This is an optimization exercise on Yosys and OpenROAD, whose aim is small area, not a production implementation.
In this exercise RTL edits were held to simulation tests only and were not proved equivalent to the original.
No activity file was given, so power comes from the tool's default toggle rates.

==> design.v <==
`timescale 1ns / 1ps
module clkdiv(
    input wire clk,
    input wire rst,
    output wire tick
    );
    reg [12:0] q;
    always @ (posedge clk)
    begin
        if(rst) q <= 0;
        else    q <= q + 1;
    end
    assign tick = (q == 13'h0FFF);
endmodule
`timescale 1ns / 1ps
module vga_640x480(
    input wire clk,
    input wire rst,
    input wire clr,
    output reg hsync,
    output reg vsync,
    output reg [9:0] h_Counter,
    output reg [9:0] v_Counter,
    output reg display_On
    );
    parameter hpixels = 10'd800;
    parameter vlines = 10'd525;
    parameter h_Back_Porch = 10'd112;
    parameter h_Front_Porch = 10'd752;
    parameter v_Back_Porch = 10'd35;
    parameter v_Front_Porch = 10'd515;
    reg vsenable;    
    always @ (posedge clk)
    begin
        if(rst == 1)
        begin
            h_Counter <= 0;
            vsenable <= 0;
        end
        else if(clr == 1)
            h_Counter <= 0;
        else
        begin
            if(h_Counter == hpixels - 1)
            begin
                h_Counter <= 0;
                vsenable <= 1;
            end
            else
            begin
                h_Counter <= h_Counter + 1;  
                vsenable <= 0;
            end
        end
    end
    always @ (*)
    begin
        if(h_Counter < 96) hsync = 0;
        else hsync = 1;
    end
    always @ (posedge clk)
    begin
        if(rst == 1 || clr == 1)
            v_Counter <= 0;
        else
            if(vsenable == 1)
            begin
                if(v_Counter == vlines - 1)
                    v_Counter <= 0;
                else
                    v_Counter <= v_Counter +1;
            end
    end
    always @ (*)
    begin
        if(v_Counter < 2) vsync = 0;
        else       vsync = 1;
    end
    always @ (*)
    begin
        if( (h_Counter < h_Front_Porch) && (h_Counter > h_Back_Porch) && (v_Counter < v_Front_Porch) && (v_Counter > v_Back_Porch) )
            display_On = 1;
        else
            display_On = 0;
    end
endmodule
`timescale 1ns / 1ps
module out_Put(
    input wire clk,
    input wire rst,
    input wire tick,
    input wire display_On,
    input wire [9:0] h_Counter, v_Counter,
    input wire btn_U, btn_D, btn_L, btn_R,
    input wire clr,
    output reg [3:0] red, green, blue
    );
    localparam left_Bound = 113;
    localparam right_Bound = 751;
    localparam top_Bound = 36;
    localparam bot_Bound = 514;
    localparam midpoint = 271;
    localparam midpoint_Bot = 460;
    localparam midpoint_Top = 90;
    reg game_Over;
    reg game_Start;
    reg [8:0] random_Counter;
    reg [15:0] counter;
    reg [10:0] box_X;
    reg [10:0] box_Y;
    reg [10:0] X_Left;
    reg [10:0] X_Right;
    reg [10:0] Y_Top;
    reg [10:0] Y_Bot;
    reg [10:0] pipe_X;
    reg [10:0] pipe_Y;
    reg [10:0] p_1_Midpoint;
    reg [10:0] p_X_Left;
    reg [10:0] p_X_Right;
    wire [10:0] p_Y_Top  = p_1_Midpoint + 40;
    reg [10:0] p_Y_Bot;
    wire [10:0] p_Y_Top_Half_Bot = (p_1_Midpoint - 40);
    reg [10:0] p_Y_Top_Half_Top;
    reg [10:0] pipe_2_X;
    reg [10:0] pipe_2_Y;
    reg [10:0] p_2_Midpoint;
    reg [10:0] p_2_X_Left;
    reg [10:0] p_2_X_Right;
    wire [10:0] p_2_Y_Top = p_2_Midpoint + 40;
    reg [10:0] p_2_Y_Bot;
    wire [10:0] p_2_Y_Top_Half_Bot = (p_2_Midpoint - 40);
    reg [10:0] p_2_Y_Top_Half_Top;
    reg [10:0] pipe_3_X;
    reg [10:0] pipe_3_Y;
    reg [10:0] p_3_Midpoint;
    reg [10:0] p_3_X_Left;
    reg [10:0] p_3_X_Right;
    wire [10:0] p_3_Y_Top = p_3_Midpoint + 40;
    reg [10:0] p_3_Y_Bot;
    wire [10:0] p_3_Y_Top_Half_Bot = (p_3_Midpoint - 40);
    reg [10:0] p_3_Y_Top_Half_Top;
    always @ (posedge clk)
    if(rst)
    begin
        game_Over = 0;
        game_Start = 0;
        random_Counter = midpoint_Top;
        counter = 0;
        box_X = 432;     box_Y = 271;
        pipe_X = 763;    pipe_Y = bot_Bound;    p_1_Midpoint = midpoint;
        pipe_2_X = 763;  pipe_2_Y = bot_Bound;  p_2_Midpoint = midpoint;
        pipe_3_X = 763;  pipe_3_Y = bot_Bound;  p_3_Midpoint = midpoint;
        p_Y_Bot = bot_Bound;    p_Y_Top_Half_Top = top_Bound;
        p_2_Y_Bot = bot_Bound;  p_2_Y_Top_Half_Top = top_Bound;
        p_3_Y_Bot = bot_Bound;  p_3_Y_Top_Half_Top = top_Bound;
        X_Left = 432 - 5;
        X_Right = 432 + 5;
        Y_Top = 271 - 6;
        Y_Bot = 271 + 6;
        p_X_Left = 763 - 10;
        p_X_Right = 763 + 10;
        p_2_X_Left = 763 - 10;
        p_2_X_Right = 763 + 10;
        p_3_X_Left = 763 - 10;
        p_3_X_Right = 763 + 10;
    end
    else if(tick)
    begin
        if(random_Counter <= midpoint_Bot - 1) random_Counter = random_Counter + 37;
        else random_Counter = midpoint_Top;
        if(game_Start)
        begin
            if(clr)
            begin
                box_X = 432;     box_Y = 271;
                counter = 0;
                pipe_X = 763;    pipe_Y = bot_Bound;
                pipe_2_X = 763;  pipe_2_Y = bot_Bound;
                pipe_3_X = 763;  pipe_3_Y = bot_Bound;
                game_Over = 0;
                game_Start = 0;
            end
            if(  (X_Right <= p_3_X_Left || X_Left >= p_3_X_Right 
                || ( (X_Left <= p_3_X_Right) && (Y_Top >= p_3_Y_Top_Half_Bot && Y_Bot <= p_3_Y_Top) ))
                  && (X_Right <= p_2_X_Left || X_Left >= p_2_X_Right 
                    || ( (X_Left <= p_2_X_Right) && (Y_Top >= p_2_Y_Top_Half_Bot && Y_Bot <= p_2_Y_Top) ))
                      && (X_Right <= p_X_Left || X_Left >= p_X_Right 
                        || ( (X_Left <= p_X_Right) && (Y_Top >= p_Y_Top_Half_Bot && Y_Bot <= p_Y_Top) ) ) )
            begin
                if( btn_U && Y_Top > top_Bound )                box_Y = box_Y - 4;
                else if( Y_Bot < bot_Bound )                    box_Y = box_Y + 3;
                if( btn_L && X_Left > left_Bound )              box_X = box_X - 2;
                if( btn_R && X_Right < right_Bound )            box_X = box_X + 2;
                if( p_X_Right > left_Bound )                    pipe_X = pipe_X - 2;
                else begin pipe_X = 763; p_1_Midpoint = random_Counter; end
                if( p_2_X_Right > left_Bound && counter > 115 )  pipe_2_X = pipe_2_X - 2;
                else begin pipe_2_X = 763; p_2_Midpoint = random_Counter; end
                if( p_3_X_Right > left_Bound && counter > 230 )  pipe_3_X = pipe_3_X - 2;
                else begin pipe_3_X = 763; p_3_Midpoint = random_Counter; end
            end
            if(counter != 16'b1111111111111111) counter = counter + 1;
        end
        X_Left = box_X - 5;
        X_Right = box_X + 5;
        Y_Top = box_Y - 6;
        Y_Bot = box_Y + 6;
        p_X_Left = pipe_X - 10;
        p_X_Right = pipe_X + 10;
        p_2_X_Left = pipe_2_X - 10;
        p_2_X_Right = pipe_2_X + 10;
        p_3_X_Left = pipe_3_X - 10;
        p_3_X_Right = pipe_3_X + 10;
        if(btn_U) game_Start = 1;
    end
    always @ (*)
    begin
        red = 0;
        green = 0;
        blue = 0;
        if(display_On == 1)
        begin
            if( !game_Over && ((h_Counter > X_Left) && (h_Counter < X_Right) && (v_Counter > Y_Top) && (v_Counter < Y_Bot))
                  || ((h_Counter > p_X_Left) && (h_Counter < p_X_Right) && (v_Counter > p_Y_Top) && (v_Counter < p_Y_Bot))
                    || ((h_Counter > p_X_Left) && (h_Counter < p_X_Right) && (v_Counter > p_Y_Top_Half_Top) && (v_Counter < p_Y_Top_Half_Bot))
                      || ((h_Counter > p_2_X_Left) && (h_Counter < p_2_X_Right) && (v_Counter > p_2_Y_Top) && (v_Counter < p_2_Y_Bot))
                        || ((h_Counter > p_2_X_Left) && (h_Counter < p_2_X_Right) && (v_Counter > p_2_Y_Top_Half_Top) && (v_Counter < p_2_Y_Top_Half_Bot))
                          || ((h_Counter > p_3_X_Left) && (h_Counter < p_3_X_Right) && (v_Counter > p_3_Y_Top) && (v_Counter < p_3_Y_Bot))
                            || ((h_Counter > p_3_X_Left) && (h_Counter < p_3_X_Right) && (v_Counter > p_3_Y_Top_Half_Top) && (v_Counter < p_3_Y_Top_Half_Bot)) )
            begin
                red =   4'b0000;
                green = 4'b0000;
                blue =  4'b0000;
            end else
            begin
                red =   4'b1111;
                green = 4'b1111;
                blue =  4'b1111;
            end
        end
    end
endmodule
`timescale 1ns / 1ps
module top(
    input wire clk,
    input wire rst,
    input wire btnC, btnU, btnD, btnL, btnR,
    output wire Hsync, Vsync,
    output wire [3:0] vgaRed, vgaGreen, vgaBlue
    );
    wire tick, clr, display_On;
    wire [9:0] h_Counter, v_Counter;
    assign clr = btnC;
    clkdiv U1 (
        .clk(clk), .rst(rst), .tick(tick)
    );
    vga_640x480 U2 (
        .clk(clk), .rst(rst), .clr(clr), .hsync(Hsync), .vsync(Vsync),
            .h_Counter(h_Counter), .v_Counter(v_Counter), .display_On(display_On)
    );
    out_Put U3 (
        .clk(clk), .rst(rst), .tick(tick),
        .display_On(display_On), .h_Counter(h_Counter), .v_Counter(v_Counter),
            .btn_U(btnU), .btn_D(btnD), .btn_L(btnL), .btn_R(btnR),
                .clr(clr), .red(vgaRed), .green(vgaGreen), .blue(vgaBlue)
    );
endmodule
==> run.sh <==
#!/bin/bash
# synth_recipe.tcl (not shown) runs the flow's synth.tcl, then flattens the netlist and writes it again
# the make line also repeats each setting of config.mk as NAME=value (left out here)
make -C /OpenROAD-flow-scripts/flow DESIGN_CONFIG=/design/flow/config.mk WORK_HOME=/design/flow/orfs CLKGATE_MAP_FILE= SYNTH_SCRIPT=/design/flow/synth_recipe.tcl finish
==> config.mk <==
export PLATFORM = sky130hd
export DESIGN_NAME = top
export DESIGN_NICKNAME = top
export VERILOG_FILES = /design/flow/design.v
export SDC_FILE = /design/flow/constraint.sdc
export NUM_CORES = 4
export LEC_CHECK = 0
export CAP_MARGIN = 20
export CORE_MARGIN = 2
export CORE_UTILIZATION = 40
export SLEW_MARGIN = 20
==> constraint.sdc <==
create_clock -name core_clock -period 10.0 [get_ports {clk}]
set_input_delay 2.0000 -clock core_clock [delete_from_list [all_inputs] [get_ports {clk}]]
set_output_delay 2.0000 -clock core_clock [all_outputs]
set_load 0.01 [all_outputs]
==> results.txt <==
* I/O Pins at 21
* CTS Buf Count at 30
* Grt total ovfl at 0
* R2R cell count at 22
* Setup TNS at 0 ns
* CTS Sinks at 239
* RSZ-0062 raised after global routing: false
* Ranking of synthesized cells by area: dfxtp_1 24%, ha_1 17%, nand2_1 4.4%
* R2r endpoint: U3.p_2_X_Right[9]
* Total GRT Usage at 24.8%
* Number of global-route vias before repair at 17300
* Hold-fix buffers, CTS at 0
* Via Count at 18800
* Share of Yosys cell area claimed by the top area cell type at 24.0%
* Area Overhead vs Synth at 8.62%
* Cells along the critical path: ha_1, nor2b_1, o21a_1, o21a_1, o21a_1, o21a_1, o21a_1, o21ai_0, nand2b_1, maj3_1, o21a_1, o32ai_1, o211ai_1, and3_1, clkdlybuf4s50_1
* Num rows at 81
* Die area at 51700 um2
* Core Util, Final at between 40% and 50%
* Largest net degree at the start of global routing at 76
* H-tree levels at 1
* PostCTS Resize Cnt at 0
* Max frequency at about 0.14 GHz
* Max_cap viols at 0
* Clock buffer depth at 3
* Power Total at 0.00218 W
* Clk root buf: clkbuf_16
* Maximum VDD drop at approximately 0.00012 V
* Pre-antenna DRT Iters at 5
* Antenna Violating Nets Remaining at 0
* Final Max Slew Viols at 0
* End of the critical path: vgaGreen[3]
* YS warnings at 3
* Seq/Total Area, Yosys at 24.0%
* Relative slew slack at 26.7%
* RR Startpoint: U3.p_3_Midpoint[3]
* Min Tclk post-route at 7.16 ns
* CP arrival at 5.16 ns
* Reg2Reg Setup Slack at between 3 and 4 ns
* Final setup violation count at 0
* Worst slew pin tran at 1.10 ns
* Gate Count Post-Synth at 2511
* Post-synthesis cell area at 20000 um2
* Worst hold path stage count at 1
* Slowest-stage cell, CP: dfxtp_1
* Synth top cells by count: 279 x ha_1, 239 x dfxtp_1, 233 x nand2_1, 233 x nor2_1, 157 x inv_1
* DRT iter0 DRCs at 1709
* Synth Flop Type: dfxtp_1
* Fillers at 4854
* GPL Wtd Cong at 0.947
* EDFF count, synth at 0
* Vert. Die Dim at 227 um
* Crit-path max FO at 12
* Hpwl dp at 47.4 mm
* Synthesized Nets at 2797
* CTS tree: yes
* Kind of critical path: reg2out
* DR vias/cell at 5.96
* Worst path max stage delay at 0.62 ns
* Hold Crit Class: reg2reg
* Global-route wire length before repair at 100 mm
* ANT cells at 0
* Leakage at 9.03 nW
* Skew final at around 0.034 ns
* Worst skew pair latency at between 0.5 and 0.6 ns
* Top-count cell post-synth: ha_1
* Starting Density at between 40% and 50%
* Area leader, netlist: dfxtp_1
* PD cells at 100 nW/um2
* Postcts setup bufs at 0
* Post-synth ARST share at 0%
* Initial antenna violation count at 2
* Post-synthesis register bit count at approximately 240
* Port Buf Inserts at 19
* Status: no timing/DRC/antenna violations
* Crit path launch: U2.v_Counter[1]
* Worst EP required at 8.00 ns
* Yosys cell types at 104
* Layout cells sized above 1 at 6.12%
* Layout Nets at 2746
* DRC errors left at 0
* Routed len/inst at between 20 and 25 um
* Clock Pin Slew Worst Setup and Hold Paths at 0.06 ns
* Die X at ~230 um
* Final hold violations at 0
* Crit share post-route at a little under three quarters
* Total core area at 49100 um2
* Nature of the critical path startpoint: flip-flop
* Crit end category: primary output
* Avg Cell Area, Syn at 7.95 um2
* Final WL at 64.8 mm
* Most used cell, CP: o21a_1
registers in the layout (all words and copies together) (netlist names), 11 cells and up:
signal and cells:
U1.q 13, U3.X_Right 11, U3.Y_Bot 11, U3.box_X 11, U3.counter 16, U3.p_2_X_Right 11
U3.p_3_X_Right 11, U3.p_X_Right 11
per-layer routing:
metal	part of all wire, %	vias up	track usage [%]
met5	0	-	0
met4	3.2	0	8.62
met3	6.8	119	3.02
met2	43	708	38.2
met1	47	8930	35.6
li1	-	9013	-
per-stage QoR:
stage | worst slack, ns | instance area (um2) | hold WS (ns) | std cells
floorplan | 3.72 | 20000 | 0.413 | 2511
detailed placement | 2.82 | 20600 | 0.436 | 3092
finish | 2.84 | 21700 | 0.442 | 3147
CTS | 2.73 | 21700 | 0.444 | 3147
global route | 2.69 | 21700 | 0.481 | 3147
global placement | 2.98 | 20600 | 0.427 | 3092
final cells by class:
class | count | area, um2 | share of cell area (%)
Multi-Input combinational cell | 1985 | 14000 | 64.7
Sequential cell | 239 | 4790 | 22.1
Tap cell | 664 | 831 | 3.83
Clock buffer | 38 | 821 | 3.79
Inverter | 159 | 597 | 2.75
Timing Repair Buffer | 45 | 382 | 1.76
Clock inverter | 17 | 245 | 1.13
power by group:
group          leakage, nW  internal (W)  switching [W]  total [W]
clock network        0.511      0.000711       0.000457    0.00117
registers             1.93      0.000954     0.00000164   0.000955
logic                 6.59     0.0000136      0.0000401  0.0000537
worst min path at each step:
stage	startpoint	endpoint
finish	U1.q[0]	U1.q[0]
global route	U1.q[0]	U1.q[0]
CTS	U1.q[0]	U1.q[0]
detailed placement	U1.q[0]	U1.q[0]
global placement	U1.q[0]	U1.q[0]
floorplan	U1.q[0]	U1.q[0]
critical path, delay by kind of cell, from the launching register on:
family / cells / cell delay [ns]
adder cells (fa/ha/maj): 2 / 0.68
AND/OR/NAND/NOR: 3 / 0.64
AO/OA/AOI/OAI: 9 / 2.11
flip-flops: 1 / 0.62
buffers and inverters: 1 / 0.53
cells by family after synthesis:
logic type      after synthesis  share of synthesized area [%]
compound gates              654                           23.3
buf+inv                     287                           5.90
fa+ha+maj                   285                           17.8
mux                          14                          0.721
simple gates                884                           21.8
flops                       239                           24.0
xor+xnor                    148                           6.50
layout by cell type, fill, tap and decap left out, drive strengths merged, types with 47 or more instances in the layout:
master / count
o21ai: 106
a21oi: 151
xor2: 69
nand2: 234
a211oi: 49
inv: 159
nor2: 233
ha: 279
nor3: 67
dfxtp: 239
xnor2: 79
nand4: 53
nand3: 75
a211o: 47

## static timing again, ports no longer ideal
Ports are ideal in the flow. The routed layout listed here was re-timed in OpenROAD.
Step 1 (the two cells are an assumption about what drives the block):
set clk [get_ports {clk}]
set_driving_cell -lib_cell sky130_fd_sc_hd__clkbuf_16 $clk
set_driving_cell -lib_cell sky130_fd_sc_hd__buf_2 [delete_from_list [all_inputs] $clk]
Step 2, shift: input delay + t, output delay - t, t = (earliest + latest rising clock arrival at the registers) / 2. This alone moves slack from input paths to output paths.
a / b / c = ideal ports / drivers / drivers and shift; a / b = the first two.
t (ns): 0.630
slack for setup (ns): 2.844 / 2.790 / 2.631
worst setup path at the end: input to register
clock arrival spread, ns: 0.035 / 0.034
cell pins on the clock port's net: 1
After both steps setup and hold are still met in this run. For this run, drivers alone change the setup slack by -0.054 ns; drivers and shift together by -0.213 ns.
